What follows belongs to an exercise in optimizing a design on an open flow for small area and a short achievable clock period; a production flow would make more cautious choices. Function was checked by simulation only, so behaviour that the tests miss may differ from the original.

v39:
## fpga_trading_core
module fpga_trading_core (
    input  wire        clk,
    input  wire        rst_n,
    input  wire        market_data_valid,
    input  wire [31:0] market_data_price,
    input  wire [31:0] market_data_size,
    input  wire [1:0]  market_data_type,  
    output reg         send_order,
    output wire [31:0] best_bid_price,
    output wire [31:0] best_bid_size,
    output wire [31:0] best_ask_price,
    output wire [31:0] best_ask_size,
    output wire [15:0] book_imbalance_fixed,
    output wire [7:0]  trade_intensity,
    output wire        ai_prediction
);
    wire [10:0] imb;
    order_book_poc order_book (
        .clk(clk), .rst_n(rst_n),
        .valid_in(market_data_valid && !market_data_type[1]),
        .price_in(market_data_price),
        .size_in(market_data_size),
        .side_in(market_data_type[0]),
        .best_bid_price(best_bid_price), .best_bid_size(best_bid_size),
        .best_ask_price(best_ask_price), .best_ask_size(best_ask_size)
    );
    hw_feature_engine feature_engine (
        .clk(clk), .rst_n(rst_n),
  ...
Size in the first run: roughly 2600 cells after synthesis, ~300 flip-flops, roughly 220 I/O pins, ~31000 um^2 of cells after synthesis.
==> flow/config.mk <==
export PLATFORM = sky130hd
export DESIGN_NAME = fpga_trading_core
export DESIGN_NICKNAME = fpga_trading_core
export VERILOG_FILES = /design/flow/design.v
export SDC_FILE = /design/flow/constraint.sdc
export NUM_CORES = 4
export LEC_CHECK = 0
export CAP_MARGIN = 20
export CORE_MARGIN = 2
export CORE_UTILIZATION = 40
export SLEW_MARGIN = 20
export SYNTH_HIERARCHICAL = 1
==> flow/constraint.sdc <==
create_clock -name core_clock -period 320.0 [get_ports {clk}]
set_input_delay 64.0000 -clock core_clock [delete_from_list [all_inputs] [get_ports {clk}]]
set_output_delay 64.0000 -clock core_clock [all_outputs]
set_load 0.01 [all_outputs]
standard.sh (not shown) runs the stock make flow with config.mk's settings and CLKGATE_MAP_FILE= SYNTH_SCRIPT=/design/flow/synth_recipe.tcl, a recipe that flattens the netlist after the stock synthesis.
==> flow/flow/run.sh <==
#!/bin/bash
# The standard layout (bash standard.sh), with these settings passed to its make:
#  - the port buffers are buf_1 cells;
#  - clock tree: clkbuf_8 cells, sink clusters of up to 16 flip-flops, no dummy loads.
# The make output goes to standard_flow.log; each tool's log is under orfs/logs/.
set -euo pipefail
MARGIN=252.8
bash standard.sh \
  "BUFFER_PORTS_ARGS=-buffer_cell sky130_fd_sc_hd__buf_1" \
  SETUP_SLACK_MARGIN=$MARGIN \
  "CTS_ARGS=-sink_clustering_enable -repair_clock_nets -buf_list sky130_fd_sc_hd__clkbuf_8 -sink_clustering_size 16 -sink_clustering_max_diameter 50 -dont_use_dummy_load" \
  finish > standard_flow.log 2>&1
### v39 -> v12
--- a/flow/flow/run.sh
+++ b/flow/flow/run.sh
@@ -5,5 +5,5 @@
 # The make output goes to standard_flow.log; each tool's log is under orfs/logs/.
 set -euo pipefail
-MARGIN=252.8
+MARGIN=254
 bash standard.sh \
   "BUFFER_PORTS_ARGS=-buffer_cell sky130_fd_sc_hd__buf_1" \
==> comparison <==
Total number of cells along the worst setup path is lower on v12. Comparing v12 against v39, there is no change at all in post-synthesis instance total. v12 vs v39: pin count of the biggest net entering global routing down. Number of global-route vias before repair, v12 vs v39: up slightly. Of v12 and v39, the run reporting the higher share of cells above drive strength 1 was v12. Critical path data arrival time for v12: 65.47 ns down relative to v39. From v39 to v12 the numbers moved as follows: sequential share of layout area now smaller, maximum clock rate went up, count of plain and timing-repair buffers in the layout grew by 28. Between v39 and v12, final period demand of the worst path decreased. For v39, the top metal layer carrying routed signals was met5, unlike v12, where it was met4.
What v1 does differently from v12 at the input level:
--- a/flow/flow/run.sh
+++ b/flow/flow/run.sh
@@ -5,5 +5,5 @@
 # The make output goes to standard_flow.log; each tool's log is under orfs/logs/.
 set -euo pipefail
-MARGIN=254
+MARGIN=253.7
 bash standard.sh \
   "BUFFER_PORTS_ARGS=-buffer_cell sky130_fd_sc_hd__buf_1" \
[summary]
- Summary of v1 over v12: register area saw little to no change, cell count of the worst reg-to-reg path saw an increase, data arrival time of the worst path saw an increase.
- v12 → v1: summed area of non-filler cells in the final layout fell about 1.6%; first-iteration detailed-routing DRC count moved down; final cell count down 0.36%; remaining max-slew budget at the tightest pin went up by 0.72 points; estimated wirelength of the detail-placed design shows a reduction of about 1.8%.
> inputs changed (v1 -> v11)
--- a/flow/flow/run.sh
+++ b/flow/flow/run.sh
@@ -5,5 +5,5 @@
 # The make output goes to standard_flow.log; each tool's log is under orfs/logs/.
 set -euo pipefail
-MARGIN=253.7
+MARGIN=253.3
 bash standard.sh \
   "BUFFER_PORTS_ARGS=-buffer_cell sky130_fd_sc_hd__buf_1" \
Findings:
market_data_price[29] as the launching instance or port of the critical path was reported by v11, and market_data_price[30] by v1. On critical path buffer and inverter count, v1 and v11 are basically level. On v11: cell area after layout is 120 um^2 lower than what v1 gave. Diff v1 -> v11: delay of the slowest cell on the worst path dropped 0.05 ns, worst setup margin down 0.31 ns, number of nets in the layout flat, maximum frequency went down.
Modified inputs, v32 compared to v11
- CAP_MARGIN: 20 -> 5
- SLEW_MARGIN: 20 -> 5
--- a/flow/flow/run.sh
+++ b/flow/flow/run.sh
@@ -5,5 +5,5 @@
 # The make output goes to standard_flow.log; each tool's log is under orfs/logs/.
 set -euo pipefail
-MARGIN=253.3
+MARGIN=253.7
 bash standard.sh \
   "BUFFER_PORTS_ARGS=-buffer_cell sky130_fd_sc_hd__buf_1" \
## What came out
Changes observed in v32 relative to v11: wire length essentially unchanged, count of clock-buffer cells in the layout down 2.4%, first-iteration DRC count fell 3, clock-pin slew reported for the worst setup and hold paths after clock tree synthesis roughly the same, multi-input gate area in the final layout has remained practically unchanged.

separate check: timing with driven ports:
The flow's constraints put no driver on any port. The routed layouts listed below were extracted and timed again, unchanged, in two steps.
Step 1: set_driving_cell puts a clkbuf_16 on clk and a buf_2 on each other input, an assumption about the parent block.
Step 2 also shifts input and output timing later by t, the mid clock arrival at the registers, as if the neighbouring blocks saw the same clock.
Slacks: ideal ports / drivers / drivers and shift; pairs: ideal ports / drivers.
| run | t (ns) | setup slack, ns | hold WS [ns] | clock arrival spread, ns |
|---|---|---|---|---|
| v39 | 0.654 | 252.953 / 252.982 / 252.327 | 0.367 / 0.367 / 0.367 | 0.156 / 0.155 |
| v12 | 0.647 | 253.969 / 253.905 / 253.434 | 0.342 / 0.342 / 0.342 | 0.107 / 0.107 |
| v1 | 0.655 | 253.764 / 253.794 / 253.139 | 0.368 / 0.368 / 0.368 | 0.152 / 0.152 |
| v11 | 0.656 | 253.449 / 253.480 / 252.823 | 0.364 / 0.364 / 0.364 | 0.157 / 0.157 |
| v32 | 0.669 | 253.791 / 253.823 / 253.160 | 0.378 / 0.378 / 0.378 | 0.130 / 0.131 |
After both steps every run listed still meets setup and hold. The setup slack of v32, which loses most, moves by +0.032 ns with the drivers and by -0.631 ns with both steps.
